What follows belongs to an exercise in optimizing a design on an open flow for small area, a short achievable clock period and few clock cycles; a production flow would make more cautious choices.
Only simulation tests tie the RTL to the original design; equivalence was not proved.
Power figures rest on the tool's default switching activity, not on a simulated workload.

// huffman
module huffman(clk, reset, gray_valid, gray_data, CNT_valid, CNT1, CNT2, CNT3, CNT4, CNT5, CNT6,
    code_valid, HC1, HC2, HC3, HC4, HC5, HC6, M1, M2, M3, M4, M5, M6);
Settings: LEC_CHECK=0, CAP_MARGIN=20, CORE_MARGIN=2, CORE_UTILIZATION=45, SETUP_SLACK_MARGIN=3.7, SLEW_MARGIN=20; clock period 6.2 ns.
standard.sh (not shown) runs the stock make flow with config.mk's settings and CLKGATE_MAP_FILE= SYNTH_SCRIPT=/design/flow/synth_recipe.tcl, a recipe that flattens the netlist after the stock synthesis.
==> flow/flow/run.sh <==
#!/bin/bash
# The standard layout (standard.sh) with these changes:
#  - synthesis: ADDER_MAP_FILE is empty, so ORFS does not extract full/half
#    adder cells and abc maps the arithmetic like the rest of the logic; abc
#    runs flow/abc.script (area-oriented mapping; the layout's repair steps
#    size the gates) instead of ORFS's script. Registers are mapped by the
#    same dfflibmap step as in the standard synthesis.
#  - clock tree synthesis without dummy load cells (CTS_ARGS).
#  - every port still gets a buffer, but a buf_1 instead of the delay cell
#    buffer_ports picks by default, and repair may resize cells across
#    footprints (MATCH_CELL_FOOTPRINT=0).
set -euo pipefail
here=$(pwd)
export ADDER_MAP_FILE=
export MY_ABC_SCRIPT=$here/flow/abc.script
sed -e "s#SYNTH_SCRIPT=[^ ]*#SYNTH_SCRIPT=$here/flow/synth.tcl#" \
    -e 's#"${@:-finish}"#MATCH_CELL_FOOTPRINT=0 "CTS_ARGS=-sink_clustering_enable -repair_clock_nets -dont_use_dummy_load -sink_clustering_size 30 -sink_clustering_max_diameter 100 -buf_list sky130_fd_sc_hd__clkbuf_8" "BUFFER_PORTS_ARGS=-buffer_cell sky130_fd_sc_hd__buf_1" "${@:-finish}"#' \
    standard.sh > my_standard.sh
bash my_standard.sh > standard.log 2>&1
==> flow/flow/abc.script <==
strash
dch -f
map -D 1500
topo
stime -c
buffer -c
upsize -c -D 1500
dnsize -c -D 1500
==> flow/flow/synth.tcl <==
# The standard flow's synthesis script (synth_recipe.tcl), with abc given our own script
# (abc.script beside this file) in place of ORFS's abc_speed/abc_area script.
proc synth {args} { yosys synth -nofsm -noshare {*}$args }
proc abc {args} {
  set i [lsearch -exact $args -script]
  if { $i >= 0 } { lset args [expr {$i + 1}] $::env(MY_ABC_SCRIPT) }
  yosys abc {*}$args
}
source $::env(SCRIPTS_DIR)/synth.tcl
# left out here: clear keep_hierarchy, flatten, clean up, hide names made inside functions, write 1_2_yosys.v
The baseline passed the timing, design-rule and antenna checks.
Testbench counts at the start, summed over its fixed seeds: cycles 7,104.
Rerun with:
--- a/flow/flow/abc.script
+++ b/flow/flow/abc.script
@@ -1,0 +2 @@
+dc2
Settings changed: SETUP_SLACK_MARGIN 3.7 to 3.6.
After rerunning: The new run went through all stages and came out clean; worst setup slack gets worse by 8.0 ps; via count goes down by 3.3%; sequential power goes down by 2.6%; hold slack is about the same; non-clock buffer count goes down by 15; die area goes down by 2.4%; count of clock-buffer cells in the layout stays the same; fmax goes down by 0.32%; synthesized area goes down by 2.4%.
Rerun with:
Settings changed: CORE_UTILIZATION 45 to 40.
Utilization decreases by 6.2 points.
First-iteration DRC count goes up by 8.9%.
Global-route usage goes down by 3.3 points.
Die area increases by 12%.
Critical path depth is unchanged.
Cell area barely changes.
Worst setup slack is worse by 84 ps.
Flip-flop and latch count stays the same.
Rerun with:
--- a/flow/flow/abc.script
+++ b/flow/flow/abc.script
@@ -2 +2,4 @@
-dc2
+&get -n
+&st
+&syn2
+&put
Settings changed: CORE_UTILIZATION 40 to 45.
Result: Non-clock buffer count shrinks by 4. Sequential share of layout area shrinks by 0.22 points. Total power grows by 1.0%. Setup slack gets better by 3.2 ps. Routed wire length grows by 3.1%. Final cell count shrinks by 1.6%. Clock skew barely changes. Via count grows by 3.3%. Synthesized cell count grows by 1.5%. Critical path depth grows by 5.
Rerun with:
==> flow/flow/abc.script (replaced) <==
strash
dc2
dch -f
map -D 1300
topo
stime -c
buffer -c
upsize -c -D 1300
dnsize -c -D 1300
After rerunning: First-iteration DRC count came out lower by 8.0%; power came out lower by 2.3%; critical path depth came out lower by 5; non-clock buffer count came out lower by 12; clock skew is about the same.

========
The RTL this note starts from:
==> flow/design.v <==
module huffman(clk, reset, gray_valid, gray_data, CNT_valid, CNT1, CNT2, CNT3, CNT4, CNT5, CNT6,
    code_valid, HC1, HC2, HC3, HC4, HC5, HC6, M1, M2, M3, M4, M5, M6);
input clk;
input reset;
input gray_valid;
input [7:0] gray_data;
output CNT_valid;
output [7:0] CNT1, CNT2, CNT3, CNT4, CNT5, CNT6;
output code_valid;
output [7:0] HC1, HC2, HC3, HC4, HC5, HC6;
output [7:0] M1, M2, M3, M4, M5, M6;
reg [41:0] W;    
reg [17:0] D;    
reg [29:0] R;    
reg [6:0] S;     
reg [3:0] t;     
reg pv;          
wire start = (t == 4'd0) & pv & ~gray_valid;
wire rnk = (t <= 4'd4);
wire rank_en = start | (t >= 4'd1 && t <= 4'd4);
wire comb = (t >= 4'd5 && t <= 4'd9);
integer i;
reg [6:0] w [0:5];
reg [2:0] d [0:5];
reg [4:0] r [0:5];
always @* begin
  for (i = 0; i < 6; i = i + 1) begin
    w[i] = W[7*i +: 7];
    d[i] = D[3*i +: 3];
    r[i] = R[5*i +: 5];
  end
end
reg [6:0] P, Q;
always @* begin
  P = 7'd0;
  Q = 7'd0;
  for (i = 0; i < 6; i = i + 1) begin
    if (rnk ? (t == i) : (d[i] == 3'd2)) P = P | w[i];
    if (d[i] == 3'd3) Q = Q | w[i];
  end
end
wire [6:0] X = rnk ? P : S;
reg [5:0] lt;
reg [7:0] diff;
always @* begin
  for (i = 0; i < 6; i = i + 1) begin
    diff = {1'b0, w[i]} + {1'b0, ~X} + {7'd0, (t > ((i < 4) ? i : 4))};
    lt[i] = ~diff[7];
  end
end
reg [5:2] h;
always @* begin
  h = 4'd0;
  for (i = 0; i < 6; i = i + 1)
    if (d[i] >= 3'd2 && lt[i]) h[d[i]] = 1'b1;
end
wire [2:0] m = {h[5], h[3] & ~h[5], (h[2] & ~h[3]) | (h[4] & ~h[5])};
wire [6:0] S_next = P + (h[3] ? Q : S);
reg [4:0] rn;
reg [5:0] T;
reg inc;
always @(posedge clk) begin
  if (reset) begin
    W <= 42'd0;
    D <= {6{3'd2}};
    R <= {6{5'd1}};
    S <= 7'h7f;
    t <= 4'd0;
    pv <= 1'b0;
  end else begin
    pv <= gray_valid;
    if (t == 4'd0)
      t <= start ? 4'd1 : 4'd0;
    else if (t != 4'd11)
      t <= t + 4'd1;
    if (comb)
      S <= S_next;
    for (i = 0; i < 6; i = i + 1) begin
      if (t == 4'd0 && gray_valid && gray_data == i + 1)
        W[7*i +: 7] <= w[i] + 7'd1;
      if (rank_en) begin
        inc = (i < 5 && t == i) ? lt[5] : ~lt[i];
        D[3*i +: 3] <= d[i] + {2'b00, inc};
      end
      if (comb) begin
        if (d[i] <= 3'd1) begin
          W[7*i +: 7] <= S;
          D[3*i +: 3] <= m;
          T[5] = 1'b0;
          for (integer k = 4; k >= 0; k = k - 1)
            T[k] = T[k+1] | r[i][k];
          for (integer k = 0; k < 5; k = k + 1)
            rn[k] = T[k+1] ? r[i][k] : (r[i][k] ? (d[i] == 3'd0) : ((k > 0) ? r[i][k-1] : 1'b0));
          R[5*i +: 5] <= rn;
        end else
          D[3*i +: 3] <= d[i] + {2'b11, ~lt[i]};
      end
    end
  end
end
reg [7:0] hc [0:5];
reg [7:0] mk [0:5];
reg [5:0] TT;
always @* begin
  for (i = 0; i < 6; i = i + 1) begin
    TT[5] = 1'b0;
    for (integer k = 4; k >= 0; k = k - 1)
      TT[k] = TT[k+1] | r[i][k];
    mk[i] = {3'b000, TT[4:0]};
    for (integer k = 0; k < 5; k = k + 1)
      hc[i][k] = r[i][k] & (TT[k+1] | (d[i] == 3'd0));
    hc[i][7:5] = 3'b000;
  end
end
assign CNT_valid = (t == 4'd1);
assign code_valid = (t == 4'd10);
assign CNT1 = {1'b0, W[6:0]};
assign CNT2 = {1'b0, W[13:7]};
assign CNT3 = {1'b0, W[20:14]};
assign CNT4 = {1'b0, W[27:21]};
assign CNT5 = {1'b0, W[34:28]};
assign CNT6 = {1'b0, W[41:35]};
assign HC1 = hc[0];
assign HC2 = hc[1];
assign HC3 = hc[2];
assign HC4 = hc[3];
assign HC5 = hc[4];
assign HC6 = hc[5];
assign M1 = mk[0];
assign M2 = mk[1];
assign M3 = mk[2];
assign M4 = mk[3];
assign M5 = mk[4];
assign M6 = mk[5];
endmodule
make LEC_CHECK=0 CAP_MARGIN=20 CORE_MARGIN=2 CORE_UTILIZATION=40 SLEW_MARGIN=20 finish   # period 6.2 ns
run.sh (not shown) runs the stock make flow with config.mk's settings and CLKGATE_MAP_FILE= SYNTH_SCRIPT=/design/flow/synth_recipe.tcl, a recipe that flattens the netlist after the stock synthesis.
Stock flow here: none of the scripts above is used.
Testbench counts at the start, summed over its fixed seeds: cycles 7,104.
==> next run, changes <==
Settings changed: ABC_CLOCK_PERIOD_IN_PS set to 3200, SETUP_SLACK_MARGIN set to 3.0.
After rerunning: Cell count goes up by 6.1%. Sequential power goes up by about 1%. Die area stays the same. Cell area increases by 13%. Power increases by 18%.
==> next run, changes <==
Settings changed: ABC_AREA set to 1, SETUP_SLACK_MARGIN 3.0 to 2.5.
=> The new run finished with timing, DRC and antenna clean. Flip-flop and latch count is unchanged. Clock power went down by about 10%. Via count went up by about 4%. Worst setup slack is better by 410 ps. Clock-buffer cell count went up by 1. Non-clock buffer count went down by 70. Final cell count went up by about 12%. Die area went up by 4.9%. Design area went down by 1.1%. Power went up by about 16%. Routed wire length went up by about 3.3%.

[what the ideal ports hide]
How much do the figures lean on ideal ports? The routed layouts below were timed once more, with nothing changed but the port constraints. Step 1 assumes that a clkbuf_16 drives the clock port and a buf_2 every other input. Step 2, shift: input delay + t, output delay - t, t = (earliest + latest rising clock arrival at the registers) / 2. This alone moves slack from input paths to output paths. Slacks: ideal ports / drivers / drivers and shift; pairs: ideal ports / drivers.
run | t (ns) | setup WS [ns] | hold slack, ns
the first run of note 1 | 0.491 | 3.669 / 3.631 / 3.234 | 0.488 / 0.488 / 0.488
the second run of note 1 | 0.484 | 3.661 / 3.619 / 3.234 | 0.487 / 0.487 / 0.487
the third run of note 1 | 0.489 | 3.576 / 3.534 / 3.129 | 0.474 / 0.474 / 0.474
the fourth run of note 1 | 0.487 | 3.579 / 3.579 / 3.142 | 0.493 / 0.493 / 0.493
the fifth run of note 1 | 0.496 | 3.581 / 3.537 / 3.221 | 0.497 / 0.497 / 0.497
the first run of note 2 | 0.417 | 0.220 / 0.220 / 0.220 | 0.517 / 0.517 / 0.517
the second run of note 2 | 0.423 | 0.382 / 0.382 / 0.382 | 0.496 / 0.496 / 0.496
the third run of note 2 | 0.402 | 0.788 / 0.788 / 0.788 | 0.483 / 0.483 / 0.483
After both steps every run listed still meets setup and hold. For the third run of note 1, which loses most, drivers alone change the setup slack by -0.042 ns; drivers and shift together by -0.447 ns.
